This design comes from an exercise in tuning for small area, a short achievable clock period and few clock cycles on the open sky130 flow, not from production work.
In this exercise RTL edits were held to simulation tests only and were not proved equivalent to the original.
No activity file was given, so power comes from the tool's default toggle rates.

[config.mk]
export PLATFORM = sky130hd
export DESIGN_NAME = levinson_top
export DESIGN_NICKNAME = levinson_top
export VERILOG_FILES = /design/flow/design.v
export SDC_FILE = /design/flow/constraint.sdc
export NUM_CORES = 8
export LEC_CHECK = 0
export ABC_AREA = 1
export CAP_MARGIN = 20
export CORE_MARGIN = 2
export CORE_UTILIZATION = 40
export CTS_CLUSTER_DIAMETER = 110
export CTS_CLUSTER_SIZE = 18
export PLACE_DENSITY = 0.6
export SLEW_MARGIN = 20
[constraint.sdc]
create_clock -name core_clock -period 20.0 [get_ports {clock}]
set_input_delay 4.0000 -clock core_clock [delete_from_list [all_inputs] [get_ports {clock}]]
set_output_delay 4.0000 -clock core_clock [all_outputs]
set_load 0.01 [all_outputs]
[design.v]
module bmul16(a, b, s, c);
	input [15:0] a, b;
	output [31:0] s, c;
	wire one0 = b[0] ^ 1'b0;
	wire two0 = (b[1] & ~b[0] & ~1'b0) | (~b[1] & b[0] & 1'b0);
	wire neg0 = b[1];
	wire pp0_0 = ((one0 & a[0]) | (two0 & 1'b0)) ^ neg0;
	wire pp0_1 = ((one0 & a[1]) | (two0 & a[0])) ^ neg0;
	wire pp0_2 = ((one0 & a[2]) | (two0 & a[1])) ^ neg0;
	wire pp0_3 = ((one0 & a[3]) | (two0 & a[2])) ^ neg0;
	wire pp0_4 = ((one0 & a[4]) | (two0 & a[3])) ^ neg0;
	wire pp0_5 = ((one0 & a[5]) | (two0 & a[4])) ^ neg0;
	wire pp0_6 = ((one0 & a[6]) | (two0 & a[5])) ^ neg0;
	wire pp0_7 = ((one0 & a[7]) | (two0 & a[6])) ^ neg0;
	wire pp0_8 = ((one0 & a[8]) | (two0 & a[7])) ^ neg0;
	wire pp0_9 = ((one0 & a[9]) | (two0 & a[8])) ^ neg0;
	wire pp0_10 = ((one0 & a[10]) | (two0 & a[9])) ^ neg0;
	wire pp0_11 = ((one0 & a[11]) | (two0 & a[10])) ^ neg0;
	wire pp0_12 = ((one0 & a[12]) | (two0 & a[11])) ^ neg0;
	wire pp0_13 = ((one0 & a[13]) | (two0 & a[12])) ^ neg0;
	wire pp0_14 = ((one0 & a[14]) | (two0 & a[13])) ^ neg0;
	wire pp0_15 = ((one0 & a[15]) | (two0 & a[14])) ^ neg0;
	wire pp0_16 = ((one0 & a[15]) | (two0 & a[15])) ^ neg0;
	wire ne0 = ~pp0_16;
	wire one1 = b[2] ^ b[1];
	wire two1 = (b[3] & ~b[2] & ~b[1]) | (~b[3] & b[2] & b[1]);
	wire neg1 = b[3];
	wire pp1_0 = ((one1 & a[0]) | (two1 & 1'b0)) ^ neg1;
	wire pp1_1 = ((one1 & a[1]) | (two1 & a[0])) ^ neg1;
	wire pp1_2 = ((one1 & a[2]) | (two1 & a[1])) ^ neg1;
	wire pp1_3 = ((one1 & a[3]) | (two1 & a[2])) ^ neg1;
	wire pp1_4 = ((one1 & a[4]) | (two1 & a[3])) ^ neg1;
	wire pp1_5 = ((one1 & a[5]) | (two1 & a[4])) ^ neg1;
	wire pp1_6 = ((one1 & a[6]) | (two1 & a[5])) ^ neg1;
	wire pp1_7 = ((one1 & a[7]) | (two1 & a[6])) ^ neg1;
	wire pp1_8 = ((one1 & a[8]) | (two1 & a[7])) ^ neg1;
	wire pp1_9 = ((one1 & a[9]) | (two1 & a[8])) ^ neg1;
	wire pp1_10 = ((one1 & a[10]) | (two1 & a[9])) ^ neg1;
	wire pp1_11 = ((one1 & a[11]) | (two1 & a[10])) ^ neg1;
	wire pp1_12 = ((one1 & a[12]) | (two1 & a[11])) ^ neg1;
	wire pp1_13 = ((one1 & a[13]) | (two1 & a[12])) ^ neg1;
	wire pp1_14 = ((one1 & a[14]) | (two1 & a[13])) ^ neg1;
	wire pp1_15 = ((one1 & a[15]) | (two1 & a[14])) ^ neg1;
	wire pp1_16 = ((one1 & a[15]) | (two1 & a[15])) ^ neg1;
	wire ne1 = ~pp1_16;
	wire one2 = b[4] ^ b[3];
	wire two2 = (b[5] & ~b[4] & ~b[3]) | (~b[5] & b[4] & b[3]);
	wire neg2 = b[5];
	wire pp2_0 = ((one2 & a[0]) | (two2 & 1'b0)) ^ neg2;
	wire pp2_1 = ((one2 & a[1]) | (two2 & a[0])) ^ neg2;
	wire pp2_2 = ((one2 & a[2]) | (two2 & a[1])) ^ neg2;
	wire pp2_3 = ((one2 & a[3]) | (two2 & a[2])) ^ neg2;
	wire pp2_4 = ((one2 & a[4]) | (two2 & a[3])) ^ neg2;
	wire pp2_5 = ((one2 & a[5]) | (two2 & a[4])) ^ neg2;
	wire pp2_6 = ((one2 & a[6]) | (two2 & a[5])) ^ neg2;
	wire pp2_7 = ((one2 & a[7]) | (two2 & a[6])) ^ neg2;
	wire pp2_8 = ((one2 & a[8]) | (two2 & a[7])) ^ neg2;
	wire pp2_9 = ((one2 & a[9]) | (two2 & a[8])) ^ neg2;
	wire pp2_10 = ((one2 & a[10]) | (two2 & a[9])) ^ neg2;
	wire pp2_11 = ((one2 & a[11]) | (two2 & a[10])) ^ neg2;
	wire pp2_12 = ((one2 & a[12]) | (two2 & a[11])) ^ neg2;
	wire pp2_13 = ((one2 & a[13]) | (two2 & a[12])) ^ neg2;
	wire pp2_14 = ((one2 & a[14]) | (two2 & a[13])) ^ neg2;
	wire pp2_15 = ((one2 & a[15]) | (two2 & a[14])) ^ neg2;
	wire pp2_16 = ((one2 & a[15]) | (two2 & a[15])) ^ neg2;
	wire ne2 = ~pp2_16;
	wire one3 = b[6] ^ b[5];
	wire two3 = (b[7] & ~b[6] & ~b[5]) | (~b[7] & b[6] & b[5]);
	wire neg3 = b[7];
	wire pp3_0 = ((one3 & a[0]) | (two3 & 1'b0)) ^ neg3;
	wire pp3_1 = ((one3 & a[1]) | (two3 & a[0])) ^ neg3;
	wire pp3_2 = ((one3 & a[2]) | (two3 & a[1])) ^ neg3;
	wire pp3_3 = ((one3 & a[3]) | (two3 & a[2])) ^ neg3;
	wire pp3_4 = ((one3 & a[4]) | (two3 & a[3])) ^ neg3;
	wire pp3_5 = ((one3 & a[5]) | (two3 & a[4])) ^ neg3;
	wire pp3_6 = ((one3 & a[6]) | (two3 & a[5])) ^ neg3;
	wire pp3_7 = ((one3 & a[7]) | (two3 & a[6])) ^ neg3;
	wire pp3_8 = ((one3 & a[8]) | (two3 & a[7])) ^ neg3;
	wire pp3_9 = ((one3 & a[9]) | (two3 & a[8])) ^ neg3;
	wire pp3_10 = ((one3 & a[10]) | (two3 & a[9])) ^ neg3;
	wire pp3_11 = ((one3 & a[11]) | (two3 & a[10])) ^ neg3;
	wire pp3_12 = ((one3 & a[12]) | (two3 & a[11])) ^ neg3;
	wire pp3_13 = ((one3 & a[13]) | (two3 & a[12])) ^ neg3;
	wire pp3_14 = ((one3 & a[14]) | (two3 & a[13])) ^ neg3;
	wire pp3_15 = ((one3 & a[15]) | (two3 & a[14])) ^ neg3;
	wire pp3_16 = ((one3 & a[15]) | (two3 & a[15])) ^ neg3;
	wire ne3 = ~pp3_16;
	wire one4 = b[8] ^ b[7];
	wire two4 = (b[9] & ~b[8] & ~b[7]) | (~b[9] & b[8] & b[7]);
	wire neg4 = b[9];
	wire pp4_0 = ((one4 & a[0]) | (two4 & 1'b0)) ^ neg4;
	wire pp4_1 = ((one4 & a[1]) | (two4 & a[0])) ^ neg4;
	wire pp4_2 = ((one4 & a[2]) | (two4 & a[1])) ^ neg4;
	wire pp4_3 = ((one4 & a[3]) | (two4 & a[2])) ^ neg4;
	wire pp4_4 = ((one4 & a[4]) | (two4 & a[3])) ^ neg4;
	wire pp4_5 = ((one4 & a[5]) | (two4 & a[4])) ^ neg4;
	wire pp4_6 = ((one4 & a[6]) | (two4 & a[5])) ^ neg4;
	wire pp4_7 = ((one4 & a[7]) | (two4 & a[6])) ^ neg4;
	wire pp4_8 = ((one4 & a[8]) | (two4 & a[7])) ^ neg4;
	wire pp4_9 = ((one4 & a[9]) | (two4 & a[8])) ^ neg4;
	wire pp4_10 = ((one4 & a[10]) | (two4 & a[9])) ^ neg4;
	wire pp4_11 = ((one4 & a[11]) | (two4 & a[10])) ^ neg4;
	wire pp4_12 = ((one4 & a[12]) | (two4 & a[11])) ^ neg4;
	wire pp4_13 = ((one4 & a[13]) | (two4 & a[12])) ^ neg4;
	wire pp4_14 = ((one4 & a[14]) | (two4 & a[13])) ^ neg4;
	wire pp4_15 = ((one4 & a[15]) | (two4 & a[14])) ^ neg4;
	wire pp4_16 = ((one4 & a[15]) | (two4 & a[15])) ^ neg4;
	wire ne4 = ~pp4_16;
	wire one5 = b[10] ^ b[9];
	wire two5 = (b[11] & ~b[10] & ~b[9]) | (~b[11] & b[10] & b[9]);
	wire neg5 = b[11];
	wire pp5_0 = ((one5 & a[0]) | (two5 & 1'b0)) ^ neg5;
	wire pp5_1 = ((one5 & a[1]) | (two5 & a[0])) ^ neg5;
	wire pp5_2 = ((one5 & a[2]) | (two5 & a[1])) ^ neg5;
	wire pp5_3 = ((one5 & a[3]) | (two5 & a[2])) ^ neg5;
	wire pp5_4 = ((one5 & a[4]) | (two5 & a[3])) ^ neg5;
	wire pp5_5 = ((one5 & a[5]) | (two5 & a[4])) ^ neg5;
	wire pp5_6 = ((one5 & a[6]) | (two5 & a[5])) ^ neg5;
	wire pp5_7 = ((one5 & a[7]) | (two5 & a[6])) ^ neg5;
	wire pp5_8 = ((one5 & a[8]) | (two5 & a[7])) ^ neg5;
	wire pp5_9 = ((one5 & a[9]) | (two5 & a[8])) ^ neg5;
	wire pp5_10 = ((one5 & a[10]) | (two5 & a[9])) ^ neg5;
	wire pp5_11 = ((one5 & a[11]) | (two5 & a[10])) ^ neg5;
	wire pp5_12 = ((one5 & a[12]) | (two5 & a[11])) ^ neg5;
	wire pp5_13 = ((one5 & a[13]) | (two5 & a[12])) ^ neg5;
	wire pp5_14 = ((one5 & a[14]) | (two5 & a[13])) ^ neg5;
	wire pp5_15 = ((one5 & a[15]) | (two5 & a[14])) ^ neg5;
	wire pp5_16 = ((one5 & a[15]) | (two5 & a[15])) ^ neg5;
	wire ne5 = ~pp5_16;
	wire one6 = b[12] ^ b[11];
	wire two6 = (b[13] & ~b[12] & ~b[11]) | (~b[13] & b[12] & b[11]);
	wire neg6 = b[13];
	wire pp6_0 = ((one6 & a[0]) | (two6 & 1'b0)) ^ neg6;
	wire pp6_1 = ((one6 & a[1]) | (two6 & a[0])) ^ neg6;
	wire pp6_2 = ((one6 & a[2]) | (two6 & a[1])) ^ neg6;
	wire pp6_3 = ((one6 & a[3]) | (two6 & a[2])) ^ neg6;
	wire pp6_4 = ((one6 & a[4]) | (two6 & a[3])) ^ neg6;
	wire pp6_5 = ((one6 & a[5]) | (two6 & a[4])) ^ neg6;
	wire pp6_6 = ((one6 & a[6]) | (two6 & a[5])) ^ neg6;
	wire pp6_7 = ((one6 & a[7]) | (two6 & a[6])) ^ neg6;
	wire pp6_8 = ((one6 & a[8]) | (two6 & a[7])) ^ neg6;
	wire pp6_9 = ((one6 & a[9]) | (two6 & a[8])) ^ neg6;
	wire pp6_10 = ((one6 & a[10]) | (two6 & a[9])) ^ neg6;
	wire pp6_11 = ((one6 & a[11]) | (two6 & a[10])) ^ neg6;
	wire pp6_12 = ((one6 & a[12]) | (two6 & a[11])) ^ neg6;
	wire pp6_13 = ((one6 & a[13]) | (two6 & a[12])) ^ neg6;
	wire pp6_14 = ((one6 & a[14]) | (two6 & a[13])) ^ neg6;
	wire pp6_15 = ((one6 & a[15]) | (two6 & a[14])) ^ neg6;
	wire pp6_16 = ((one6 & a[15]) | (two6 & a[15])) ^ neg6;
	wire ne6 = ~pp6_16;
	wire one7 = b[14] ^ b[13];
	wire two7 = (b[15] & ~b[14] & ~b[13]) | (~b[15] & b[14] & b[13]);
	wire neg7 = b[15];
	wire pp7_0 = ((one7 & a[0]) | (two7 & 1'b0)) ^ neg7;
	wire pp7_1 = ((one7 & a[1]) | (two7 & a[0])) ^ neg7;
	wire pp7_2 = ((one7 & a[2]) | (two7 & a[1])) ^ neg7;
	wire pp7_3 = ((one7 & a[3]) | (two7 & a[2])) ^ neg7;
	wire pp7_4 = ((one7 & a[4]) | (two7 & a[3])) ^ neg7;
	wire pp7_5 = ((one7 & a[5]) | (two7 & a[4])) ^ neg7;
	wire pp7_6 = ((one7 & a[6]) | (two7 & a[5])) ^ neg7;
	wire pp7_7 = ((one7 & a[7]) | (two7 & a[6])) ^ neg7;
	wire pp7_8 = ((one7 & a[8]) | (two7 & a[7])) ^ neg7;
	wire pp7_9 = ((one7 & a[9]) | (two7 & a[8])) ^ neg7;
	wire pp7_10 = ((one7 & a[10]) | (two7 & a[9])) ^ neg7;
	wire pp7_11 = ((one7 & a[11]) | (two7 & a[10])) ^ neg7;
	wire pp7_12 = ((one7 & a[12]) | (two7 & a[11])) ^ neg7;
	wire pp7_13 = ((one7 & a[13]) | (two7 & a[12])) ^ neg7;
	wire pp7_14 = ((one7 & a[14]) | (two7 & a[13])) ^ neg7;
	wire pp7_15 = ((one7 & a[15]) | (two7 & a[14])) ^ neg7;
	wire pp7_16 = ((one7 & a[15]) | (two7 & a[15])) ^ neg7;
	wire ne7 = ~pp7_16;
	wire s1 = pp0_10 ^ pp1_8;
	wire c2 = pp0_10 & pp1_8;
	wire s3 = pp0_11 ^ pp1_9;
	wire c4 = pp0_11 & pp1_9;
	wire s5 = pp0_12 ^ pp1_10 ^ pp2_8;
	wire c6 = (pp0_12 & pp1_10) | (pp0_12 & pp2_8) | (pp1_10 & pp2_8);
	wire s7 = pp3_6 ^ pp4_4;
	wire c8 = pp3_6 & pp4_4;
	wire s9 = pp0_13 ^ pp1_11 ^ pp2_9;
	wire c10 = (pp0_13 & pp1_11) | (pp0_13 & pp2_9) | (pp1_11 & pp2_9);
	wire s11 = pp3_7 ^ pp4_5;
	wire c12 = pp3_7 & pp4_5;
	wire s13 = pp0_14 ^ pp1_12 ^ pp2_10;
	wire c14 = (pp0_14 & pp1_12) | (pp0_14 & pp2_10) | (pp1_12 & pp2_10);
	wire s15 = pp3_8 ^ pp4_6 ^ pp5_4;
	wire c16 = (pp3_8 & pp4_6) | (pp3_8 & pp5_4) | (pp4_6 & pp5_4);
	wire s17 = pp6_2 ^ pp7_0;
	wire c18 = pp6_2 & pp7_0;
	wire s19 = pp0_15 ^ pp1_13 ^ pp2_11;
	wire c20 = (pp0_15 & pp1_13) | (pp0_15 & pp2_11) | (pp1_13 & pp2_11);
	wire s21 = pp3_9 ^ pp4_7 ^ pp5_5;
	wire c22 = (pp3_9 & pp4_7) | (pp3_9 & pp5_5) | (pp4_7 & pp5_5);
	wire s23 = pp6_3 ^ pp7_1;
	wire c24 = pp6_3 & pp7_1;
	wire s25 = ne0 ^ pp1_14 ^ pp2_12;
	wire c26 = (ne0 & pp1_14) | (ne0 & pp2_12) | (pp1_14 & pp2_12);
	wire s27 = pp3_10 ^ pp4_8 ^ pp5_6;
	wire c28 = (pp3_10 & pp4_8) | (pp3_10 & pp5_6) | (pp4_8 & pp5_6);
	wire s29 = pp6_4 ^ pp7_2 ^ 1'b1;
	wire c30 = (pp6_4 & pp7_2) | (pp6_4 & 1'b1) | (pp7_2 & 1'b1);
	wire s31 = pp1_15 ^ pp2_13 ^ pp3_11;
	wire c32 = (pp1_15 & pp2_13) | (pp1_15 & pp3_11) | (pp2_13 & pp3_11);
	wire s33 = pp4_9 ^ pp5_7 ^ pp6_5;
	wire c34 = (pp4_9 & pp5_7) | (pp4_9 & pp6_5) | (pp5_7 & pp6_5);
	wire s35 = pp7_3 ^ 1'b1;
	wire c36 = pp7_3 & 1'b1;
	wire s37 = ne1 ^ pp2_14 ^ pp3_12;
	wire c38 = (ne1 & pp2_14) | (ne1 & pp3_12) | (pp2_14 & pp3_12);
	wire s39 = pp4_10 ^ pp5_8 ^ pp6_6;
	wire c40 = (pp4_10 & pp5_8) | (pp4_10 & pp6_6) | (pp5_8 & pp6_6);
	wire s41 = pp2_15 ^ pp3_13 ^ pp4_11;
	wire c42 = (pp2_15 & pp3_13) | (pp2_15 & pp4_11) | (pp3_13 & pp4_11);
	wire s43 = pp5_9 ^ pp6_7;
	wire c44 = pp5_9 & pp6_7;
	wire s45 = ne2 ^ pp3_14 ^ pp4_12;
	wire c46 = (ne2 & pp3_14) | (ne2 & pp4_12) | (pp3_14 & pp4_12);
	wire s47 = pp3_15 ^ pp4_13;
	wire c48 = pp3_15 & pp4_13;
	wire s49 = pp0_6 ^ pp1_4;
	wire c50 = pp0_6 & pp1_4;
	wire s51 = pp0_7 ^ pp1_5;
	wire c52 = pp0_7 & pp1_5;
	wire s53 = pp0_8 ^ pp1_6 ^ pp2_4;
	wire c54 = (pp0_8 & pp1_6) | (pp0_8 & pp2_4) | (pp1_6 & pp2_4);
	wire s55 = pp3_2 ^ pp4_0;
	wire c56 = pp3_2 & pp4_0;
	wire s57 = pp0_9 ^ pp1_7 ^ pp2_5;
	wire c58 = (pp0_9 & pp1_7) | (pp0_9 & pp2_5) | (pp1_7 & pp2_5);
	wire s59 = pp3_3 ^ pp4_1;
	wire c60 = pp3_3 & pp4_1;
	wire s61 = s1 ^ pp2_6 ^ pp3_4;
	wire c62 = (s1 & pp2_6) | (s1 & pp3_4) | (pp2_6 & pp3_4);
	wire s63 = pp4_2 ^ pp5_0 ^ neg5;
	wire c64 = (pp4_2 & pp5_0) | (pp4_2 & neg5) | (pp5_0 & neg5);
	wire s65 = c2 ^ s3 ^ pp2_7;
	wire c66 = (c2 & s3) | (c2 & pp2_7) | (s3 & pp2_7);
	wire s67 = pp3_5 ^ pp4_3 ^ pp5_1;
	wire c68 = (pp3_5 & pp4_3) | (pp3_5 & pp5_1) | (pp4_3 & pp5_1);
	wire s69 = c4 ^ s5 ^ s7;
	wire c70 = (c4 & s5) | (c4 & s7) | (s5 & s7);
	wire s71 = pp5_2 ^ pp6_0 ^ neg6;
	wire c72 = (pp5_2 & pp6_0) | (pp5_2 & neg6) | (pp6_0 & neg6);
	wire s73 = c6 ^ c8 ^ s9;
	wire c74 = (c6 & c8) | (c6 & s9) | (c8 & s9);
	wire s75 = s11 ^ pp5_3 ^ pp6_1;
	wire c76 = (s11 & pp5_3) | (s11 & pp6_1) | (pp5_3 & pp6_1);
	wire s77 = c10 ^ c12 ^ s13;
	wire c78 = (c10 & c12) | (c10 & s13) | (c12 & s13);
	wire s79 = s15 ^ s17 ^ neg7;
	wire c80 = (s15 & s17) | (s15 & neg7) | (s17 & neg7);
	wire s81 = c14 ^ c16 ^ c18;
	wire c82 = (c14 & c16) | (c14 & c18) | (c16 & c18);
	wire s83 = s19 ^ s21 ^ s23;
	wire c84 = (s19 & s21) | (s19 & s23) | (s21 & s23);
	wire s85 = c20 ^ c22 ^ c24;
	wire c86 = (c20 & c22) | (c20 & c24) | (c22 & c24);
	wire s87 = s25 ^ s27 ^ s29;
	wire c88 = (s25 & s27) | (s25 & s29) | (s27 & s29);
	wire s89 = c26 ^ c28 ^ c30;
	wire c90 = (c26 & c28) | (c26 & c30) | (c28 & c30);
	wire s91 = s31 ^ s33 ^ s35;
	wire c92 = (s31 & s33) | (s31 & s35) | (s33 & s35);
	wire s93 = c32 ^ c34 ^ c36;
	wire c94 = (c32 & c34) | (c32 & c36) | (c34 & c36);
	wire s95 = s37 ^ s39 ^ pp7_4;
	wire c96 = (s37 & s39) | (s37 & pp7_4) | (s39 & pp7_4);
	wire s97 = c38 ^ c40 ^ s41;
	wire c98 = (c38 & c40) | (c38 & s41) | (c40 & s41);
	wire s99 = s43 ^ pp7_5 ^ 1'b1;
	wire c100 = (s43 & pp7_5) | (s43 & 1'b1) | (pp7_5 & 1'b1);
	wire s101 = c42 ^ c44 ^ s45;
	wire c102 = (c42 & c44) | (c42 & s45) | (c44 & s45);
	wire s103 = pp5_10 ^ pp6_8 ^ pp7_6;
	wire c104 = (pp5_10 & pp6_8) | (pp5_10 & pp7_6) | (pp6_8 & pp7_6);
	wire s105 = c46 ^ s47 ^ pp5_11;
	wire c106 = (c46 & s47) | (c46 & pp5_11) | (s47 & pp5_11);
	wire s107 = pp6_9 ^ pp7_7 ^ 1'b1;
	wire c108 = (pp6_9 & pp7_7) | (pp6_9 & 1'b1) | (pp7_7 & 1'b1);
	wire s109 = c48 ^ ne3 ^ pp4_14;
	wire c110 = (c48 & ne3) | (c48 & pp4_14) | (ne3 & pp4_14);
	wire s111 = pp5_12 ^ pp6_10 ^ pp7_8;
	wire c112 = (pp5_12 & pp6_10) | (pp5_12 & pp7_8) | (pp6_10 & pp7_8);
	wire s113 = pp4_15 ^ pp5_13 ^ pp6_11;
	wire c114 = (pp4_15 & pp5_13) | (pp4_15 & pp6_11) | (pp5_13 & pp6_11);
	wire s115 = pp7_9 ^ 1'b1;
	wire c116 = pp7_9 & 1'b1;
	wire s117 = ne4 ^ pp5_14 ^ pp6_12;
	wire c118 = (ne4 & pp5_14) | (ne4 & pp6_12) | (pp5_14 & pp6_12);
	wire s119 = pp5_15 ^ pp6_13;
	wire c120 = pp5_15 & pp6_13;
	wire s121 = pp0_4 ^ pp1_2;
	wire c122 = pp0_4 & pp1_2;
	wire s123 = pp0_5 ^ pp1_3;
	wire c124 = pp0_5 & pp1_3;
	wire s125 = s49 ^ pp2_2 ^ pp3_0;
	wire c126 = (s49 & pp2_2) | (s49 & pp3_0) | (pp2_2 & pp3_0);
	wire s127 = c50 ^ s51 ^ pp2_3;
	wire c128 = (c50 & s51) | (c50 & pp2_3) | (s51 & pp2_3);
	wire s129 = c52 ^ s53 ^ s55;
	wire c130 = (c52 & s53) | (c52 & s55) | (s53 & s55);
	wire s131 = c54 ^ c56 ^ s57;
	wire c132 = (c54 & c56) | (c54 & s57) | (c56 & s57);
	wire s133 = c58 ^ c60 ^ s61;
	wire c134 = (c58 & c60) | (c58 & s61) | (c60 & s61);
	wire s135 = c62 ^ c64 ^ s65;
	wire c136 = (c62 & c64) | (c62 & s65) | (c64 & s65);
	wire s137 = c66 ^ c68 ^ s69;
	wire c138 = (c66 & c68) | (c66 & s69) | (c68 & s69);
	wire s139 = c70 ^ c72 ^ s73;
	wire c140 = (c70 & c72) | (c70 & s73) | (c72 & s73);
	wire s141 = c74 ^ c76 ^ s77;
	wire c142 = (c74 & c76) | (c74 & s77) | (c76 & s77);
	wire s143 = c78 ^ c80 ^ s81;
	wire c144 = (c78 & c80) | (c78 & s81) | (c80 & s81);
	wire s145 = c82 ^ c84 ^ s85;
	wire c146 = (c82 & c84) | (c82 & s85) | (c84 & s85);
	wire s147 = c86 ^ c88 ^ s89;
	wire c148 = (c86 & c88) | (c86 & s89) | (c88 & s89);
	wire s149 = c90 ^ c92 ^ s93;
	wire c150 = (c90 & c92) | (c90 & s93) | (c92 & s93);
	wire s151 = c94 ^ c96 ^ s97;
	wire c152 = (c94 & c96) | (c94 & s97) | (c96 & s97);
	wire s153 = c98 ^ c100 ^ s101;
	wire c154 = (c98 & c100) | (c98 & s101) | (c100 & s101);
	wire s155 = c102 ^ c104 ^ s105;
	wire c156 = (c102 & c104) | (c102 & s105) | (c104 & s105);
	wire s157 = c106 ^ c108 ^ s109;
	wire c158 = (c106 & c108) | (c106 & s109) | (c108 & s109);
	wire s159 = c110 ^ c112 ^ s113;
	wire c160 = (c110 & c112) | (c110 & s113) | (c112 & s113);
	wire s161 = c114 ^ c116 ^ s117;
	wire c162 = (c114 & c116) | (c114 & s117) | (c116 & s117);
	wire s163 = c118 ^ s119 ^ pp7_11;
	wire c164 = (c118 & s119) | (c118 & pp7_11) | (s119 & pp7_11);
	wire s165 = c120 ^ ne5 ^ pp6_14;
	wire c166 = (c120 & ne5) | (c120 & pp6_14) | (ne5 & pp6_14);
	wire s167 = pp6_15 ^ pp7_13;
	wire c168 = pp6_15 & pp7_13;
	wire s169 = pp0_2 ^ pp1_0;
	wire c170 = pp0_2 & pp1_0;
	wire s171 = pp0_3 ^ pp1_1;
	wire c172 = pp0_3 & pp1_1;
	wire s173 = s121 ^ pp2_0 ^ neg2;
	wire c174 = (s121 & pp2_0) | (s121 & neg2) | (pp2_0 & neg2);
	wire s175 = c122 ^ s123 ^ pp2_1;
	wire c176 = (c122 & s123) | (c122 & pp2_1) | (s123 & pp2_1);
	wire s177 = c124 ^ s125 ^ neg3;
	wire c178 = (c124 & s125) | (c124 & neg3) | (s125 & neg3);
	wire s179 = c126 ^ s127 ^ pp3_1;
	wire c180 = (c126 & s127) | (c126 & pp3_1) | (s127 & pp3_1);
	wire s181 = c128 ^ s129 ^ neg4;
	wire c182 = (c128 & s129) | (c128 & neg4) | (s129 & neg4);
	wire s183 = c130 ^ s131 ^ s59;
	wire c184 = (c130 & s131) | (c130 & s59) | (s131 & s59);
	wire s185 = c132 ^ s133 ^ s63;
	wire c186 = (c132 & s133) | (c132 & s63) | (s133 & s63);
	wire s187 = c134 ^ s135 ^ s67;
	wire c188 = (c134 & s135) | (c134 & s67) | (s135 & s67);
	wire s189 = c136 ^ s137 ^ s71;
	wire c190 = (c136 & s137) | (c136 & s71) | (s137 & s71);
	wire s191 = c138 ^ s139 ^ s75;
	wire c192 = (c138 & s139) | (c138 & s75) | (s139 & s75);
	wire s193 = c140 ^ s141 ^ s79;
	wire c194 = (c140 & s141) | (c140 & s79) | (s141 & s79);
	wire s195 = c142 ^ s143 ^ s83;
	wire c196 = (c142 & s143) | (c142 & s83) | (s143 & s83);
	wire s197 = c144 ^ s145 ^ s87;
	wire c198 = (c144 & s145) | (c144 & s87) | (s145 & s87);
	wire s199 = c146 ^ s147 ^ s91;
	wire c200 = (c146 & s147) | (c146 & s91) | (s147 & s91);
	wire s201 = c148 ^ s149 ^ s95;
	wire c202 = (c148 & s149) | (c148 & s95) | (s149 & s95);
	wire s203 = c150 ^ s151 ^ s99;
	wire c204 = (c150 & s151) | (c150 & s99) | (s151 & s99);
	wire s205 = c152 ^ s153 ^ s103;
	wire c206 = (c152 & s153) | (c152 & s103) | (s153 & s103);
	wire s207 = c154 ^ s155 ^ s107;
	wire c208 = (c154 & s155) | (c154 & s107) | (s155 & s107);
	wire s209 = c156 ^ s157 ^ s111;
	wire c210 = (c156 & s157) | (c156 & s111) | (s157 & s111);
	wire s211 = c158 ^ s159 ^ s115;
	wire c212 = (c158 & s159) | (c158 & s115) | (s159 & s115);
	wire s213 = c160 ^ s161 ^ pp7_10;
	wire c214 = (c160 & s161) | (c160 & pp7_10) | (s161 & pp7_10);
	wire s215 = c162 ^ s163 ^ 1'b1;
	wire c216 = (c162 & s163) | (c162 & 1'b1) | (s163 & 1'b1);
	wire s217 = c164 ^ s165 ^ pp7_12;
	wire c218 = (c164 & s165) | (c164 & pp7_12) | (s165 & pp7_12);
	wire s219 = c166 ^ s167 ^ 1'b1;
	wire c220 = (c166 & s167) | (c166 & 1'b1) | (s167 & 1'b1);
	wire s221 = c168 ^ ne6 ^ pp7_14;
	wire c222 = (c168 & ne6) | (c168 & pp7_14) | (ne6 & pp7_14);
	wire s223 = pp7_15 ^ 1'b1;
	wire c224 = pp7_15 & 1'b1;
	assign s = {1'b1, c224, c222, c220, c218, c216, c214, c212, c210, c208, c206, c204, c202, c200, c198, c196, c194, c192, c190, c188, c186, c184, c182, c180, c178, c176, c174, c172, c170, s169, pp0_1, pp0_0};
	assign c = {1'b0, ne7, s223, s221, s219, s217, s215, s213, s211, s209, s207, s205, s203, s201, s199, s197, s195, s193, s191, s189, s187, s185, s183, s181, s179, s177, s175, s173, s171, neg1, 1'b0, neg0};
endmodule
`timescale 1ns / 1ps
module levinson_top(clock, reset, start, done,
	scratch_mem_read_addr, scratch_mem_in,
	scratch_mem_write_addr, scratch_mem_out, scratch_mem_write_en);
	input clock, reset, start;
	output done;
	output [11:0] scratch_mem_read_addr;
	input [31:0] scratch_mem_in;
	output [11:0] scratch_mem_write_addr;
	output [31:0] scratch_mem_out;
	output scratch_mem_write_en;
	localparam [31:0] MAX32 = 32'h7fff_ffff;
	localparam [31:0] MIN32 = 32'h8000_0000;
	localparam [2:0] T_NONE = 3'd0, T_KK = 3'd1, T_AL = 3'd2, T_I1 = 3'd3,
	                 T_I2 = 3'd4, T_FI = 3'd5, T_U = 3'd6, T_S = 3'd7;
	localparam [2:0] C_NONE = 3'd0, C_AL = 3'd2, C_I1 = 3'd3, C_I2 = 3'd4,
	                 C_FI = 3'd5, C_NXT = 3'd6;
	localparam [1:0] M_IDLE = 2'd0, M_RUN = 2'd1, M_RST = 2'd2;
	function [31:0] sadd;    
		input [31:0] a, b;
		reg [31:0] s;
		begin
			s = a + b;
			if (a[31] == b[31] && s[31] != a[31])
				sadd = a[31] ? MIN32 : MAX32;
			else
				sadd = s;
		end
	endfunction
	function [31:0] fmt;     
		input [31:0] x;
		fmt = {x[31:16], 1'b0, x[15:1]};
	endfunction
	function [31:0] comp;    
		input [31:0] x;
		comp = {x[31:16], x[14:0], 1'b0};
	endfunction
	function [4:0] nrm;      
		input [31:0] x;
		reg [31:0] v;
		reg [15:0] a1;  reg [15:0] c1;         
		reg [7:0] a2;   reg [15:0] c2;         
		reg [3:0] a3;   reg [11:0] c3;         
		reg [1:0] a4;   reg [7:0] c4;          
		integer i;
		begin
			v = {x[31:1] ^ x[30:0], 1'b1};
			for (i = 0; i < 16; i = i + 1) begin
				a1[i] = v[2*i+1] | v[2*i];
				c1[i] = ~v[2*i+1];
			end
			for (i = 0; i < 8; i = i + 1) begin
				a2[i] = a1[2*i+1] | a1[2*i];
				c2[2*i +: 2] = a1[2*i+1] ? {1'b0, c1[2*i+1]} : {1'b1, c1[2*i]};
			end
			for (i = 0; i < 4; i = i + 1) begin
				a3[i] = a2[2*i+1] | a2[2*i];
				c3[3*i +: 3] = a2[2*i+1] ? {1'b0, c2[4*i+2 +: 2]} : {1'b1, c2[4*i +: 2]};
			end
			for (i = 0; i < 2; i = i + 1) begin
				a4[i] = a3[2*i+1] | a3[2*i];
				c4[4*i +: 4] = a3[2*i+1] ? {1'b0, c3[6*i+3 +: 3]} : {1'b1, c3[6*i +: 3]};
			end
			nrm = a4[1] ? {1'b0, c4[7:4]} : {1'b1, c4[3:0]};
			if (x == 32'd0) nrm = 5'd0;
		end
	endfunction
	function [4:0] shl4s;    
		input [31:0] x;
		begin
			if (x[31] != x[30]) shl4s = 5'b00001;
			else if (x[31] != x[29]) shl4s = 5'b00010;
			else if (x[31] != x[28]) shl4s = 5'b00100;
			else if (x[31] != x[27]) shl4s = 5'b01000;
			else shl4s = 5'b10000;
		end
	endfunction
	function [11:0] bufa;    
		input b;
		input [3:0] idx;
		bufa = {4'h1, b ? 4'h5 : 4'h3, idx};
	endfunction
	reg [1:0] mode;
	reg p0, p1, p2;
	reg ma_lo, mb_lo, t_lm, a_ld, sh_k, ng_s;
	reg [4:0] amtk;           
	reg t0pos;                
	reg pro;                  
	reg [3:0] it;             
	reg lit;                  
	reg [2:0] jat, jbt, jct;
	reg [3:0] jak, jbk, jck, jrk;
	reg ja_l, jb_l, jc_l;     
	reg r_u, r_s, r_s0, r_sl, r_al, r_i2, r_fi;
	reg [2:0] ch;             
	reg [2:0] chw;            
	reg [3:0] nu, ns;         
	reg [3:0] ul, sl;         
	reg [3:0] du;             
	reg sfirst;
	reg uf1, uf2, uf3, sf1, sf2;
	reg young;                
	reg f1, f2, f3, f4;       
	reg t1, t2;               
	reg unst;
	reg [3:0] dcnt;           
	reg [15:0] rem;
	reg [5:0] ec;             
	wire [5:0] ecn = ec + 6'd1;
	reg e6, e7, e10, e13, e16, e39, ew1, ew2;
	reg [3:0] rcn;            
	reg [3:0] wm;
	reg [4:0] s4;
	reg sa_acc, sa_sum, sa_sh4, sb_ad, sb_acc, sb_mi;
	reg [31:0] X, Y, H, AD, acc, sum, K, alp, inv, MI;
	reg [31:0] ms, mc, T;
	reg [4:0] ex;
	reg [11:0] ra, wa;
	reg [31:0] wd;
	reg we, done_r;
	assign scratch_mem_read_addr = ra;
	assign scratch_mem_write_addr = wa;
	assign scratch_mem_out = wd;
	assign scratch_mem_write_en = we;
	assign done = done_r;
	wire [15:0] ma = ma_lo ? X[15:0] : X[31:16];
	wire [15:0] mb = mb_lo ? Y[15:0] : Y[31:16];
	wire [31:0] mps, mpc;
	bmul16 i_mul(.a(ma), .b(mb), .s(mps), .c(mpc));
	wire [31:0] P = ms + mc;
	wire p_big = (P == 32'h4000_0000);
	wire p_small = (P[31:3] == 29'd0) && (P[2:0] != 3'd0);
	wire [15:0] mq = p_small ? P[15:0] : (p_big ? 16'h7fff : P[30:15]);
	wire [31:0] t_next = t_lm ? (p_big ? MAX32 : {P[30:0], 1'b0}) : {{15{mq[15]}}, mq, 1'b0};
	wire [31:0] acc_next = a_ld ? T : sadd(acc, T);
	wire [4:0] lz = nrm(acc);
	wire [4:0] lzk = nrm(K);
	wire [31:0] sh_out = (sh_k ? K : acc) << (sh_k ? amtk : lz);
	wire [31:0] shl2_acc = (acc[31] != acc[30]) ? acc :
	                       ((acc[31] != acc[29]) ? {acc[30:0], 1'b0} : {acc[29:0], 2'b0});
	wire [31:0] ng_in = ng_s ? sum : acc;
	wire [31:0] ng_raw = ~ng_in + 32'd1;
	wire [31:0] ng_out = (ng_in == MIN32) ? MAX32 : ng_raw;
	wire [1:0] s2 = (acc[31] != acc[30]) ? 2'd0 : ((acc[31] != acc[29]) ? 2'd1 : 2'd2);
	wire [31:0] neg_shl2 = (shl2_acc == MIN32) ? MAX32 :
	                       ((s2 == 2'd0) ? ng_raw : ((s2 == 2'd1) ? {ng_raw[30:0], 1'b0} : {ng_raw[29:0], 2'b0}));
	wire [31:0] sh4 = ({32{s4[0]}} & sum) | ({32{s4[1]}} & {sum[30:0], 1'b0}) |
	                  ({32{s4[2]}} & {sum[29:0], 2'b0}) | ({32{s4[3]}} & {sum[28:0], 3'b0}) |
	                  ({32{s4[4]}} & {sum[27:0], 4'b0});
	wire [31:0] oa = ({32{sa_acc}} & acc) | ({32{sa_sum}} & sum) | ({32{sa_sh4}} & sh4);
	wire [31:0] ob = ({32{sb_ad}} & comp(AD)) | ({32{sb_acc}} & acc) | ({32{sb_mi}} & comp(MI));
	wire [31:0] o_raw = oa + ob;
	wire o_ovf = (oa[31] == ob[31]) && (o_raw[31] != oa[31]);
	wire [31:0] o_sum = o_ovf ? (oa[31] ? MIN32 : MAX32) : o_raw;
	wire [16:0] rnd_y = (sum[31] == sum[30]) ? sum[30:14] : sum[31:15];    
	wire [15:0] rnd_hi = (rnd_y[16:1] == 16'h7fff && rnd_y[0]) ? 16'h7fff : rnd_y[16:1] + {15'd0, rnd_y[0]};
	wire [31:0] kk_post = {1'b0, ~(acc[31] ? ng_out[30:0] : acc[30:0])};    
	wire [31:0] i1_post = (acc == MIN32) ? 32'hffff_ffff :
	                      (acc[31] ? MAX32 : {1'b0, ~acc[30:0]});           
	wire u_avail = (ul != 4'd0);
	wire s_avail = (sl != 4'd0);
	wire [1:0] recent = {1'b0, uf1} + {1'b0, uf2} + {1'b0, uf3};
	wire s_ready = s_avail && (sfirst ? !young : (du >= {2'b0, recent}));
	wire fin_ok = !s_avail && !sf1 && !sf2;
	wire few_left = (ul == 4'd0 && sl <= 4'd1) || (ul == 4'd1 && sl == 4'd0);
	reg [2:0] dt;
	reg [3:0] dk;
	always @(*) begin
		dt = T_NONE;
		dk = 4'd0;
		if (ch == C_NXT) begin
			if (chw == 3'd0)
				dt = (it == 4'd9) ? T_U : T_KK;
		end else if (ch != C_NONE && chw == 3'd0 && (ch != C_FI || fin_ok) && (ch != C_I1 || few_left)) begin
			dt = ch;
		end else if (u_avail && du < 4'd3) begin
			dt = T_U; dk = nu;
		end else if (s_ready) begin
			dt = T_S; dk = ns;
		end else if (u_avail) begin
			dt = T_U; dk = nu;
		end
	end
	wire signed [15:0] kh = K[31:16];
	wire k_unst = (kh > 16'sd32750) || (kh < -16'sd32750);
	wire [15:0] den = alp[31:16];
	wire [16:0] s1t = {rem, 1'b0} - {1'b0, den};
	wire [15:0] s1r = s1t[16] ? {rem[14:0], 1'b0} : s1t[15:0];
	wire [16:0] s2t = {s1r, 1'b0} - {1'b0, den};
	wire [15:0] s2r = s2t[16] ? {s1r[14:0], 1'b0} : s2t[15:0];
	wire [3:0] um = it - 4'd1 - jck;    
	wire [3:0] rm = it - 4'd1 - jrk;    
	wire run = (mode == M_RUN);
	wire rst_m = (mode == M_RST);
	wire w_u = run & p2 & r_u & ~lit;                    
	wire w_f3 = run & p2 & f3;                           
	wire w_f4 = run & p0 & f4;                           
	wire w_lw = run & lit & ((p1 & ew1) | (p2 & ew2));   
	wire w_mi = (run & p0 & lit & (e10 | e13)) | (rst_m & rcn >= 4'd3);
	wire w_4k = (run & p0 & lit & e16) | (rst_m & rcn == 4'd0);
	always @(posedge clock)
		wd <= ({32{w_u}} & fmt(o_sum)) | ({32{w_f3}} & fmt({{4{K[31]}}, K[31:4]})) |
		      ({32{w_f4}} & {{16{K[31]}}, K[31:16]}) | ({32{w_lw}} & {{16{inv[15]}}, inv[15:0]}) |
		      ({32{w_mi}} & MI) | {19'd0, w_4k, 12'd0};
	wire s_os = run & ((p2 & r_s) | (p0 & t1) | (p2 & r_u & lit));
	wire s_ab = run & p1 & t2;
	wire s_10 = run & p2 & lit & e6;
	wire s_0 = run & p1 & pro;
	always @(posedge clock)
		if (s_os | s_ab | s_10 | s_0)
			sum <= ({32{s_os}} & o_sum) | ({32{s_ab}} & fmt(sum[31] ? ng_out : sum)) |
			       ({32{s_10}} & {{4{K[31]}}, K[31:5], 1'b0});
	wire k_fi = run & p2 & r_fi;
	wire k_f2 = run & p1 & f2;
	always @(posedge clock)
		if (k_fi | k_f2)
			K <= ({32{k_fi}} & (t0pos ? neg_shl2 : shl2_acc)) | ({32{k_f2}} & sh_out);
	wire ld = run & p2;
	wire x_k = (jbt == T_KK) | (jbt == T_U);
	wire x_a = (jbt == T_AL) | (jbt == T_I1);
	wire x_i = (jbt == T_I2);
	wire x_s = (jbt == T_FI);
	wire x_h = (jbt == T_S);
	wire y_k = (jbt == T_KK);
	wire y_kk = (jbt == T_AL);
	wire y_i = (jbt == T_I1) | (jbt == T_I2) | ((jbt == T_FI) & ~r_i2);
	wire y_a = (jbt == T_FI) & r_i2;
	wire y_m = (jbt == T_U) | (jbt == T_S);
	always @(posedge clock)
		if (ld & (jbt != T_NONE)) begin
			X <= ({32{x_k}} & fmt(K)) | ({32{x_a}} & alp) | ({32{x_i}} & fmt(i1_post)) |
			     ({32{x_s}} & sum) | ({32{x_h}} & H);
			Y <= ({32{y_k}} & fmt(K)) | ({32{y_kk}} & fmt(kk_post)) | ({32{y_i}} & inv) |
			     ({32{y_a}} & fmt(acc)) | ({32{y_m}} & MI);
		end
	always @(posedge clock) begin
		ms <= mps;
		mc <= mpc;
		T <= t_next;
		acc <= acc_next;
		MI <= scratch_mem_in;
		AD <= MI;                 
		we <= 1'b0;
		done_r <= 1'b0;
		wa <= bufa(it[0], rm);
		ra <= bufa(~it[0], um);
		rem <= (dcnt == 4'd8) ? s1r : s2r;
		if (dcnt != 4'd0) begin
			dcnt <= dcnt - 4'd1;
			if (dcnt == 4'd8) begin
				inv <= {15'd0, ~s1t[16], 16'd0};
			end else begin
				inv[31:16] <= {inv[29:16], ~s1t[16], ~s2t[16]};
			end
		end
		case (mode)
		M_IDLE: begin
			ra <= start ? 12'd273 : 12'd272;    
			mode <= start ? M_RUN : M_IDLE;
			pro <= start;
			p0 <= 1'b0; p1 <= 1'b1; p2 <= 1'b0;
			ma_lo <= 1'b0; mb_lo <= 1'b1; t_lm <= 1'b1; a_ld <= 1'b0;
			sh_k <= 1'b1; ng_s <= 1'b1;
			it <= 4'd0;
			lit <= 1'b0;
			ch <= C_I1;
			chw <= 3'd1;
			nu <= 4'd0; ns <= 4'd0; ul <= 4'd0; sl <= 4'd0; du <= 4'd0;
			sfirst <= 1'b1;
			uf1 <= 1'b0; uf2 <= 1'b0; uf3 <= 1'b0; sf1 <= 1'b0; sf2 <= 1'b0;
			young <= 1'b0;
			jat <= T_NONE; jbt <= T_NONE; jct <= T_NONE;
			r_u <= 1'b0; r_s <= 1'b0; r_s0 <= 1'b0; r_sl <= 1'b0;
			r_al <= 1'b0; r_i2 <= 1'b0; r_fi <= 1'b0;
			f1 <= 1'b0; f2 <= 1'b0; f3 <= 1'b0; f4 <= 1'b0;
			t1 <= 1'b0; t2 <= 1'b0;
			ec <= 6'd0;
			e6 <= 1'b0; e7 <= 1'b0; e10 <= 1'b0; e13 <= 1'b0; e16 <= 1'b0; e39 <= 1'b0;
			ew1 <= 1'b0; ew2 <= 1'b0;
			sa_acc <= 1'b0; sa_sum <= 1'b0; sa_sh4 <= 1'b0;
			sb_ad <= 1'b0; sb_acc <= 1'b0; sb_mi <= 1'b0;
		end
		M_RST: begin
			rcn <= rcn + 4'd1;
			if (rcn < 4'd10) ra <= 12'd321 + {8'd0, rcn};
			else ra <= 12'd358 + {8'd0, rcn};      
			if (rcn == 4'd0) begin
				we <= 1'b1; wa <= 12'd784;
			end else if (rcn >= 4'd3 && rcn <= 4'd12) begin
				we <= 1'b1; wa <= 12'd782 + {8'd0, rcn};
			end else if (rcn >= 4'd13) begin
				we <= 1'b1; wa <= 12'd339 + {8'd0, rcn};
			end
			if (rcn == 4'd14) done_r <= 1'b1;
			if (rcn == 4'd15) begin
				mode <= M_IDLE;
				ra <= 12'd272;
			end
		end
		default: begin    
			p0 <= p2; p1 <= p0; p2 <= p1;
			ma_lo <= ~(p0 | p2); a_ld <= p1 & ~p0;
			mb_lo <= ~(p1 | p2); t_lm <= p0 & ~p2; sh_k <= p0 & ~p1;
			ng_s <= p0 | (p1 & p2);
			if (lit) ec <= ecn;
			e6 <= lit && ecn == 6'd6;
			e7 <= lit && ecn == 6'd7;
			e10 <= lit && ecn == 6'd10;
			e13 <= lit && ecn == 6'd13;
			e16 <= lit && ecn == 6'd16;
			e39 <= lit && ecn == 6'd39;
			ew1 <= lit && (ecn == 6'd8 || (ecn >= 6'd14 && ecn <= 6'd38));
			ew2 <= lit && (ecn == 6'd9 || (ecn >= 6'd15 && ecn <= 6'd39));
			sa_acc <= p1 & r_u;
			sa_sum <= p1 & r_s & ~r_s0;
			sb_ad <= p1 & r_u;
			sb_acc <= p1 & r_s;
			sa_sh4 <= p2 & ~lit;
			sb_mi <= p2 & ~lit;
			if (p0) begin
				if (jat == T_S) ra <= 12'd273 + {8'd0, jak};
				if (r_sl) ra <= 12'd273 + {8'd0, it};
				if (jbt == T_S) H <= MI;
				if (f1) begin
					amtk <= (ex < lzk) ? ex : lzk;
					f1 <= 1'b0;
					f2 <= 1'b1;
				end
				if (t1) begin
					t1 <= 1'b0;
					t2 <= 1'b1;
				end
				if (f4) begin
					we <= 1'b1;
					wa <= 12'd351 + {8'd0, it};
					f4 <= 1'b0;
					if (unst) begin
						mode <= M_RST;
						rcn <= 4'd0;
						dcnt <= 4'd0;
					end
				end
				if (lit) begin
					inv[15:0] <= rnd_hi;     
					if (e7) ra <= 12'd352;
					if (e10) ra <= 12'd353;
					if (e10 || e13) begin
						we <= 1'b1;
						wa <= e10 ? 12'd368 : 12'd369;
					end
					if (e16) begin
						we <= 1'b1;
						wa <= 12'd784;
					end
				end
			end
			if (p1) begin
				if (jct == T_U) ra <= bufa(~it[0], um);
				if (t2) begin
					t0pos <= !sum[31] && (sum != 32'd0);
					t2 <= 1'b0;
				end
				if (f2) begin
					f2 <= 1'b0;
					f3 <= 1'b1;
				end
				if (lit && ew1) begin
					we <= 1'b1;
					wa <= {4'h3, 4'h1, wm};       
				end
				if (pro) begin
					s4 <= 5'b00001;
					t1 <= 1'b1;
				end
			end
			if (p2) begin
				if (jat == T_U) ra <= bufa(~it[0], jak + 4'd1);
				else if (jat == T_S) ra <= bufa(it[0], it - jak);
				if (r_u) begin
					if (lit) begin
						wm <= 4'd9 - jrk;
					end else begin
						we <= 1'b1;
						wa <= bufa(it[0], rm);
					end
				end
				if (r_s) begin
					s4 <= o_ovf ? 5'b00001 : shl4s(o_raw);
					if (r_sl) t1 <= 1'b1;
				end
				if (r_al) begin
					alp <= fmt(sh_out);
					ex <= ({1'b0, ex} + {1'b0, lz} > 6'd31) ? 5'd31 : ex + lz;
					dcnt <= 4'd8;
					rem <= 16'h3fff;
				end
				if (r_i2) inv <= fmt(acc);
				if (r_fi) begin
					f1 <= 1'b1;
				end
				if (f3) begin
					we <= 1'b1;
					wa <= bufa(it[0], it);
					unst <= (it >= 4'd2) && k_unst;
					f3 <= 1'b0;
					f4 <= 1'b1;
				end
				if (pro) begin
					pro <= 1'b0;
					alp <= MI;           
					ex <= 5'd0;
					dcnt <= 4'd8;
					rem <= 16'h3fff;
				end
				if (lit) begin
					if (e6) begin
						wm <= 4'd10;
					end
					if (ew2) begin
						we <= 1'b1;
						wa <= {4'h1, 4'h4, wm};       
					end
					if (e39) done_r <= 1'b1;
				end
				jrk <= jck;
				r_u <= (jct == T_U);
				r_s <= (jct == T_S);
				r_s0 <= (jct == T_S) && (jck == 4'd0);
				r_sl <= (jct == T_S) && jc_l;
				r_al <= (jct == T_AL);
				r_i2 <= (jct == T_I2);
				r_fi <= (jct == T_FI);
				jct <= jbt; jck <= jbk; jc_l <= jb_l;
				jbt <= jat; jbk <= jak; jb_l <= ja_l;
				jat <= dt; jak <= dk; ja_l <= (dt == T_S) && (sl == 4'd1);
				uf3 <= uf2; uf2 <= uf1; uf1 <= (dt == T_U);
				sf2 <= sf1; sf1 <= (dt == T_S);
				young <= 1'b0;
				if (ch == C_NXT) begin
					if (chw == 3'd0) begin
						it <= it + 4'd1;
						ns <= 4'd0;
						sfirst <= 1'b1;
						young <= 1'b1;
						if (it == 4'd9) begin
							lit <= 1'b1;
							nu <= 4'd1;
							ul <= 4'd8;
							sl <= 4'd0;
							du <= 4'd1;
							ch <= C_NONE;
							ec <= 6'd1;
						end else begin
							nu <= 4'd0;
							ul <= it;
							sl <= it + 4'd1;
							du <= 4'd0;
							ch <= C_AL;
							chw <= 3'd1;
						end
					end else
						chw <= chw - 3'd1;
				end else if (dt == ch && ch != C_NONE) begin
					case (ch)
					C_AL: begin ch <= C_I1; chw <= 3'd4; end
					C_I1: begin ch <= C_I2; chw <= 3'd1; end
					C_I2: begin ch <= C_FI; chw <= 3'd1; end
					default: begin ch <= C_NXT; chw <= 3'd2; end
					endcase
				end else begin
					if (chw != 3'd0) chw <= chw - 3'd1;
					if (dt == T_U) begin
						nu <= nu + 4'd1;
						ul <= ul - 4'd1;
						du <= du + 4'd1;
					end
					if (dt == T_S) begin
						ns <= ns + 4'd1;
						sl <= sl - 4'd1;
						du <= du - 4'd1;
						sfirst <= 1'b0;
					end
				end
				if (lit && e39) begin
					mode <= M_IDLE;
					ra <= 12'd272;
				end
			end
		end
		endcase
		if (reset) begin
			mode <= M_IDLE;
			ra <= 12'd272;
			we <= 1'b0;
			done_r <= 1'b0;
		end
	end
endmodule
[flow/run.sh]
#!/bin/bash
set -euo pipefail
bash standard.sh SETUP_SLACK_MARGIN=15 finish > standard.log 2>&1
[standard.sh]
#!/bin/bash
# synth_recipe.tcl (not shown) runs the flow's synth.tcl, then flattens the netlist and writes it again
# the make line also repeats each setting of config.mk as NAME=value (left out here)
make -C /OpenROAD-flow-scripts/flow DESIGN_CONFIG=/design/flow/config.mk WORK_HOME=/design/flow/orfs CLKGATE_MAP_FILE= SYNTH_SCRIPT=/design/flow/synth_recipe.tcl "${@:-finish}"
==> impl_results.md, run 1 <==
* Multi-input logic area at 28700 um2
* Via density at 6.22
* Status: complete, no violations
* H-tree Lvls at 2
* Post-synthesis cell count at 6526
* # fillers at 12400
* CP max FO at 1
* Ranking of synthesized cells by area: edfxtp_1 (20%), dfxtp_1 (12%), nand2_1 (11%)
* CP bufs+invs at 1
* Worst Path Arrival at 1210 ps
* I/O pin count at 93
* Root Buffer: clkbuf_16
* Final TNS setup at 0 ps
* Initial antenna violation count at 17
* Gr ovfl total at 0
* Post-synthesis cell area at 48000 um2
* Rel. slew slack at 0.0830
* Die Wd at 350 um
* Router iterations before antenna repair at 7
* FMAX at 192 MHz
* Number of DRC markers in iteration 0 at 7200
* Power per standard cell area at 161 nW/um2
* Critical path type: reg2out
* HPWL Detailed at 194 mm
* CTS buffer count at 43
* Antenna-violating nets left at 0
* Final Skew at 60.1 ps
* Hold Path Class: reg2reg
* Crit-path max cell delay at 410 ps
* CTS clk-pin slew, worst paths at 80 ps
* Area leader, netlist: edfxtp_1
* Final setup vio count at 0
* Floorplan Core Area at 119000 um2
* CTS Hold Bufs at 0
* HP Start: MI[11]$_DFF_P_
* Netlist cell types at 67
* Syn-to-layout area delta at 10.3%
* Async S/R FF share, synth at 0
* Max VDD drop at 180 uV
* P_leak at 23.2 nW
* Total power at 8.51 mW
* Max Root-Sink Buffers at 3
* Die area at 123000 um2
* Startpoint types: flip-flop
* Gpl congestion at 1.12
* Max-slew violation count at 0
* Register bit total from synthesis at 615
* Flop2flop setup slack at 15040 ps
* Vias in the first global route at 46500
* Worst setup slack after placement at 13460 ps
* Worst setup margin at 14790 ps
* Synth Warn # at 1
* First-pass GRT wire length at 348 mm
* Initial Util at 0.401
* CTS tree: done
* Share of layout cells above drive strength 1 at 0.0765
* Vias at 51100
* DRC at 0
* IO Port Bufs at 83
* Post-synth top area share at 0.203
* CP required at 16000 ps
* WHS Endpoint: AD[11]$_DFF_P_
* Mean Syn Cell Area at 7.35 um2
* Synth Flop Type: edfxtp_1
* Final Hold Viols at 0
* FF/Latch Area at 15700 um2
* Chip height at 350 um
* Worst-margin pin slew at 1360 ps
* Sequential fraction of the synthesis area at 0.324
* Nets at 6940
* RSZ-0062 raised after global routing: true
* R2r endpoint: sum[21]$_DFFE_PP_
* CP delay by family, top: flip-flops
* Slowest-stage cell, CP: dfxtp_4
* Critical-path cell list: buf_6
* Clock sink total at 615
* WL per Instance at 30.7 um
* Worst-Skew Late Latency at 690 ps
* EDFF count, synth at 325
* Crit end category: output pin
* Final min period at 5210 ps
* Final worst-path cycle share at 0.261
* Hold Path Stages at 0
* Max-cap violations at 0
* Largest net degree at the start of global routing at 69
* Drt total wl at 252 mm
* RR Startpoint: sum[25]$_DFFE_PP_
* Total GRT Usage at 0.398
* FP Rows at 127
* Worst Reg-to-Reg Cells at 18
==> through the flow <==
stage | hold slack (ps) | cell area (um2) | std cells | util
6_report | 387 | 52900 | 8216 | 0.443
5_1_grt | 403 | 52900 | 8202 | 0.443
4_1_cts | 389 | 52400 | 8161 | 0.438
3_5_place_dp | 381 | 50700 | 8073 | 0.425
3_3_place_gp | 379 | 50700 | 8072 | 0.424
2_1_floorplan | 347 | 48000 | 6533 | -
==> how the worst max path moves through the flow <==
stage	from	to	slack, ps	cells after the start
floorplan	reset	done_r$_SDFF_PP0_	15560	2
global placement	sb_mi$_SDFFCE_PP0N_	sum[14]$_DFFE_PP_	13420	18
detailed placement	sb_mi$_SDFFCE_PP0N_	sum[14]$_DFFE_PP_	13460	18
CTS	wd[17]$_DFF_P_	scratch_mem_out[17]	14780	1
global route	wd[13]$_DFF_P_	scratch_mem_out[13]	14800	1
finish	wd[22]$_DFF_P_	scratch_mem_out[22]	14790	1
==> worst register-to-register path, delay by kind of cell (launching register included) <==
kind            cells  cell delay, ps
compound gates      8            1460
fa+ha+maj           2             940
buf+inv             3             960
flops               1             640
simple gates        5             700
==> cell usage after synthesis (all sizes together), types with 57 or more instances <==
cell type  count
edfxtp       325
o22ai        234
nor2         573
o221ai        84
xor2         241
o21ai        493
buf           82
ha           253
dfxtp        290
inv          727
nand2       1461
nand3        432
clkbuf       210
fa            93
o211ai       108
xnor2         61
a221oi        57
a21oi        350
==> layout make-up <==
class,instances,area share
Inverter,748,0.0539
Sequential cell,615,0.296
Multi-Input combinational cell,4879,0.542
Tap cell,1612,0.0381
Clock buffer,65,0.0223
Antenna cell,14,0.000662
Timing Repair Buffer,270,0.0436
Timing Repair inverter,2,0.000284
Clock inverter,11,0.00293
==> routing by layer <==
| layer | up-vias | part of all wire | GRT usage |
|---|---|---|---|
| met5 | - | 0.0011 | 0.0118 |
| met1 | 24400 | 0.39 | 0.504 |
| met2 | 3407 | 0.40 | 0.564 |
| met3 | 819 | 0.13 | 0.142 |
| met4 | 20 | 0.082 | 0.269 |
| li1 | 22400 | - | - |
==> repair_timing <==
| action | CTS | global route |
|---|---|---|
| cloned | 2 | 1 |
| pin swaps | 2 | 12 |
| resized for setup | 337 | 73 |
| setup endpoints to repair | 196 | 212 |
| buffers inserted | 10 | 35 |
==> power breakdown <==
group          switching [mW]  leakage, nW  internal [mW]
sequential              0.186         5.57           1.64
clock                   0.522        0.643          0.438
combinational            3.97         16.9           1.76
total                    4.68         23.2           3.83
==> placed cells by master, fill, tap and decap left out, types with 177 or more instances in the layout <==
master       n
a21oi_1    344
buf_4      177
dfxtp_1    246
edfxtp_1   325
ha_1       250
inv_1      686
nand2_1   1444
nand3_1    422
nor2_1     547
o21ai_0    436
o22ai_1    233
xor2_1     241
==> kinds of logic after synthesis <==
kind of cell | after synthesis | share of synthesized area
buffers and inverters | 1040 | 0.0846
flip-flops | 615 | 0.324
XOR/XNOR | 302 | 0.0551
other | 2 | 0.000157
multiplexers | 8 | 0.00167
AO/OA/AOI/OAI | 1561 | 0.199
AND/OR/NAND/NOR | 2652 | 0.230
adder cells (fa/ha/maj) | 346 | 0.105
Testbench counts, summed over its fixed seeds: cycles 1,327,200.
==> inputs of run 2 (changes only) <==
--- a/config.mk
+++ b/config.mk
@@ -11,4 +11,4 @@
 export CORE_UTILIZATION = 40
-export CTS_CLUSTER_DIAMETER = 110
-export CTS_CLUSTER_SIZE = 18
+export CTS_CLUSTER_DIAMETER = 100
+export CTS_CLUSTER_SIZE = 16
 export PLACE_DENSITY = 0.6
==> run 2 against run 1 <==
- still clean
- register-to-register slack got worse by 60 ps
- critical path depth unchanged
- power increased by 1.2%
- worst hold slack improved by 5.8 ps
- flip-flop and latch count unchanged
- via count decreased by 0.14%
- final area increased by 0.37%
- setup slack got worse by 7.4 ps
- clock skew decreased by 23 ps
- first-iteration DRC count increased by 2.2%
- sequential share of layout area decreased by 0.11 points
- critical path type unchanged
- critical endpoint unchanged
- largest cell class unchanged
==> impl_results.md, run 2 <==
* # fillers at 12400 (about the same)
* Via density at 6.21 (was 6.22)
* CP delay by family, top: flip-flops (unchanged)
* HPWL Detailed at 194 mm (unchanged)
* Max Root-Sink Buffers at 3 (unchanged)
* Max VDD drop at 189 uV (was 180 uV)
* Worst Path Arrival at 1220 ps (was 1210 ps)
* Post-synth top area share at 0.203 (unchanged)
* Antenna-violating nets left at 0 (unchanged)
* First-pass GRT wire length at 348 mm (about the same)
* EDFF count, synth at 325 (unchanged)
* Startpoint types: flip-flop (unchanged)
* CTS clk-pin slew, worst paths at 80 ps (about the same)
* Final Hold Viols at 0 (unchanged)
* Root Buffer: clkbuf_16 (unchanged)
* RR Startpoint: sum[30]$_DFFE_PP_ (was sum[25]$_DFFE_PP_)
* CTS tree: done (unchanged)
* Final min period at 5220 ps (was 5210 ps)
* Die area at 123000 um2 (unchanged)
* CP bufs+invs at 1 (unchanged)
* Nets at 6926 (was 6940)
* H-tree Lvls at 2 (unchanged)
* Drt total wl at 252 mm (about the same)
* Critical path type: reg2out (unchanged)
* Die Wd at 350 um (unchanged)
* Synth Flop Type: edfxtp_1 (unchanged)
* Final worst-path cycle share at 0.261 (about the same)
* P_leak at 23.2 nW (about the same)
* Final Skew at 36.7 ps (was 60.1 ps)
* FF/Latch Area at 15700 um2 (unchanged)
* Slowest-stage cell, CP: dfxtp_4 (unchanged)
* Netlist cell types at 67 (unchanged)
* Final setup vio count at 0 (unchanged)
* Ranking of synthesized cells by area: edfxtp_1 (20%), dfxtp_1 (12%), nand2_1 (11%) (unchanged)
* CP required at 16000 ps (about the same)
* Status: complete, no violations (unchanged)
* Hold Path Class: reg2reg (unchanged)
* IO Port Bufs at 83 (unchanged)
* Clk pwr share at 0.126 (was 0.113)
* Number of DRC markers in iteration 0 at 7359 (was 7200)
* Syn-to-layout area delta at 10.7% (was 10.3%)
* Sequential fraction of the synthesis area at 0.324 (unchanged)
* Area leader, netlist: edfxtp_1 (unchanged)
* Total GRT Usage at 0.399 (was 0.398)
* Commonest cells in the netlist: nand2_1 (1453), inv_1 (695), nor2_1 (559), o21ai_0 (457), nand3_1 (427) (unchanged)
* Power per standard cell area at 162 nW/um2 (was 161 nW/um2)
* Crit end category: output pin (unchanged)
* Vias in the first global route at 46500 (about the same)
* Vias at 51000 (was 51100)
* Comb pwr share at 0.662 (was 0.673)
* Rel. slew slack at 0.0909 (was 0.0830)
* Multi-input logic area at 28700 um2 (about the same)
* FP Rows at 127 (unchanged)
* Max-cap violations at 0 (unchanged)
* Crit-path max cell delay at 410 ps (about the same)
* Critical-path cell list: buf_6 (unchanged)
* DRC at 0 (unchanged)
* Floorplan Core Area at 119000 um2 (unchanged)
* FMAX at 192 MHz (about the same)
* Gr ovfl total at 0 (unchanged)
* WL per Instance at 30.6 um (was 30.7 um)
* Initial antenna violation count at 16 (was 17)
* Net Sw Power at 4.69 mW (was 4.68 mW)
* CP max FO at 1 (unchanged)
* Async S/R FF share, synth at 0 (unchanged)
* Most frequent cells in the layout: nand2_1 (1443), inv_1 (687), nor2_1 (548) (was nand2_1 (1444), inv_1 (686), nor2_1 (547))
* Final TNS setup at 0 ps (unchanged)
* Gpl congestion at 1.12 (unchanged)
* Share of layout cells above drive strength 1 at 0.0753 (was 0.0765)
* RSZ-0062 raised after global routing: true (unchanged)
* Most frequent cell after synthesis: nand2_1 (unchanged)
* Reg power frac at 0.212 (was 0.214)
* Sw Ratio at 0.544 (was 0.549)
* Chip height at 350 um (unchanged)
* Internal at 3.92 mW (was 3.83 mW)
* Worst-Skew Late Latency at 710 ps (was 690 ps)
* Max-slew violation count at 0 (unchanged)
* Initial Util at 0.401 (unchanged)
* Leading cell type in the layout, fill and taps excluded: nand2_1 (unchanged)
* Worst Setup SP: wd[22]$_DFF_P_ (unchanged)
* Post-synthesis cell area at 48000 um2 (unchanged)
* Post-synthesis cell count at 6526 (unchanged)
* Largest net degree at the start of global routing at 69 (unchanged)
* HP Start: MI[11]$_DFF_P_ (unchanged)
* CTS buffer count at 51 (was 43)
* Synth Warn # at 1 (unchanged)
* Worst-margin pin slew at 1350 ps (was 1360 ps)
* Final core area utilization at 0.445 (was 0.443)
* I/O pin count at 93 (unchanged)
* Register bit total from synthesis at 615 (unchanged)
* Router iterations before antenna repair at 7 (unchanged)
* Mean Syn Cell Area at 7.35 um2 (unchanged)
* Clock sink total at 615 (unchanged)
-- run 2: final cells by class --
class	instances	area share
antenna	25	0.00118
clock buffer	74	0.0261
clock inverter	19	0.00490
inverter	748	0.0538
multi-input combinational	4879	0.540
sequential	615	0.295
tap	1612	0.0380
timing repair buffer	249	0.0409
timing repair inverter	1	0.000141
-- run 2: kinds of logic (layout without fill, tap and decap cells) --
logic type      count (synthesis)  in the layout  share of synthesized area
buf+inv                      1040           1091                     0.0846
mux                             8              8                    0.00167
flops                         615            615                      0.324
compound gates               1561           1562                      0.199
simple gates                 2652           2652                      0.230
fa+ha+maj                     346            346                      0.105
other cells                     2             34                   0.000157
xor+xnor                      302            302                     0.0551
-- run 2: final timing paths --
| check | end | slack [ps] | cells after the start |
|---|---|---|---|
| max | scratch_mem_out[22] | 14780 | 1 |
| min reg2reg | AD[11]$_DFF_P_ | 390 | 0 |
| max reg2reg | inv[14]$_DFF_P_ | 14980 | 14 |
| min | AD[11]$_DFF_P_ | 390 | 0 |
-- run 2: per-stage QoR --
stage	power (mW)	instance area [um2]	hold slack, ps	worst slack, ps	instances
floorplan	5.29	48000	347	15560	6533
global placement	7.24	50700	379	13420	8072
detailed placement	7.25	50700	381	13460	8073
CTS	8.37	52700	390	14780	8180
global route	9.12	53100	401	14760	8198
finish	8.61	53100	393	14780	8222
-- run 2: power groups by stage --
stage / combinational, mW / clock, mW / sequential, mW
final: 5.70 / 1.08 / 1.82
after global routing: 6.15 / 1.13 / 1.84
after CTS: 5.47 / 1.08 / 1.81
after detailed placement: 5.41 / 0 / 1.84
after global placement: 5.40 / 0 / 1.84
after floorplan: 3.50 / 0 / 1.79
-- run 2: routing by layer --
metal / track usage / routed length [um]
met1: 0.500 / 97100
met2: 0.567 / 102000
met3: 0.153 / 32800
met4: 0.261 / 19700
met5: 0.00471 / 574
-- run 2: timing repair --
item | in CTS | in global routing
pin swaps | 2 | 8
cloned | 2 | 0
endpoints found under the hold margin | 0 | 0
endpoints found under the setup margin | 196 | 220
gates resized for setup | 333 | 75
setup buffers | 12 | 14
hold buffers | 0 | 0

-- what the ideal ports hide --
Ports are ideal in the flow. The routed layouts listed here were re-timed in OpenROAD.
Step 1 assumes that a clkbuf_16 drives the clock port and a buf_2 every other input.
Step 2 times the ports against the registers' clock, not the clock port: input delays grow and output delays shrink by t, the midpoint of the rising clock arrivals with the driver on.
a / b / c = no drivers / after step 1 / after step 2; a / b = the first two.
run | t, ns | slack for setup (ns) | worst setup path after step 2
run 1 | 0.738 | 14.788 / 14.709 / 14.626 | input to register
run 2 | 0.770 | 14.780 / 14.697 / 14.610 | input to register
After both steps setup and hold are still met in every run listed. The setup slack of run 2, which loses most, moves by -0.083 ns with the drivers and by -0.170 ns with both steps.
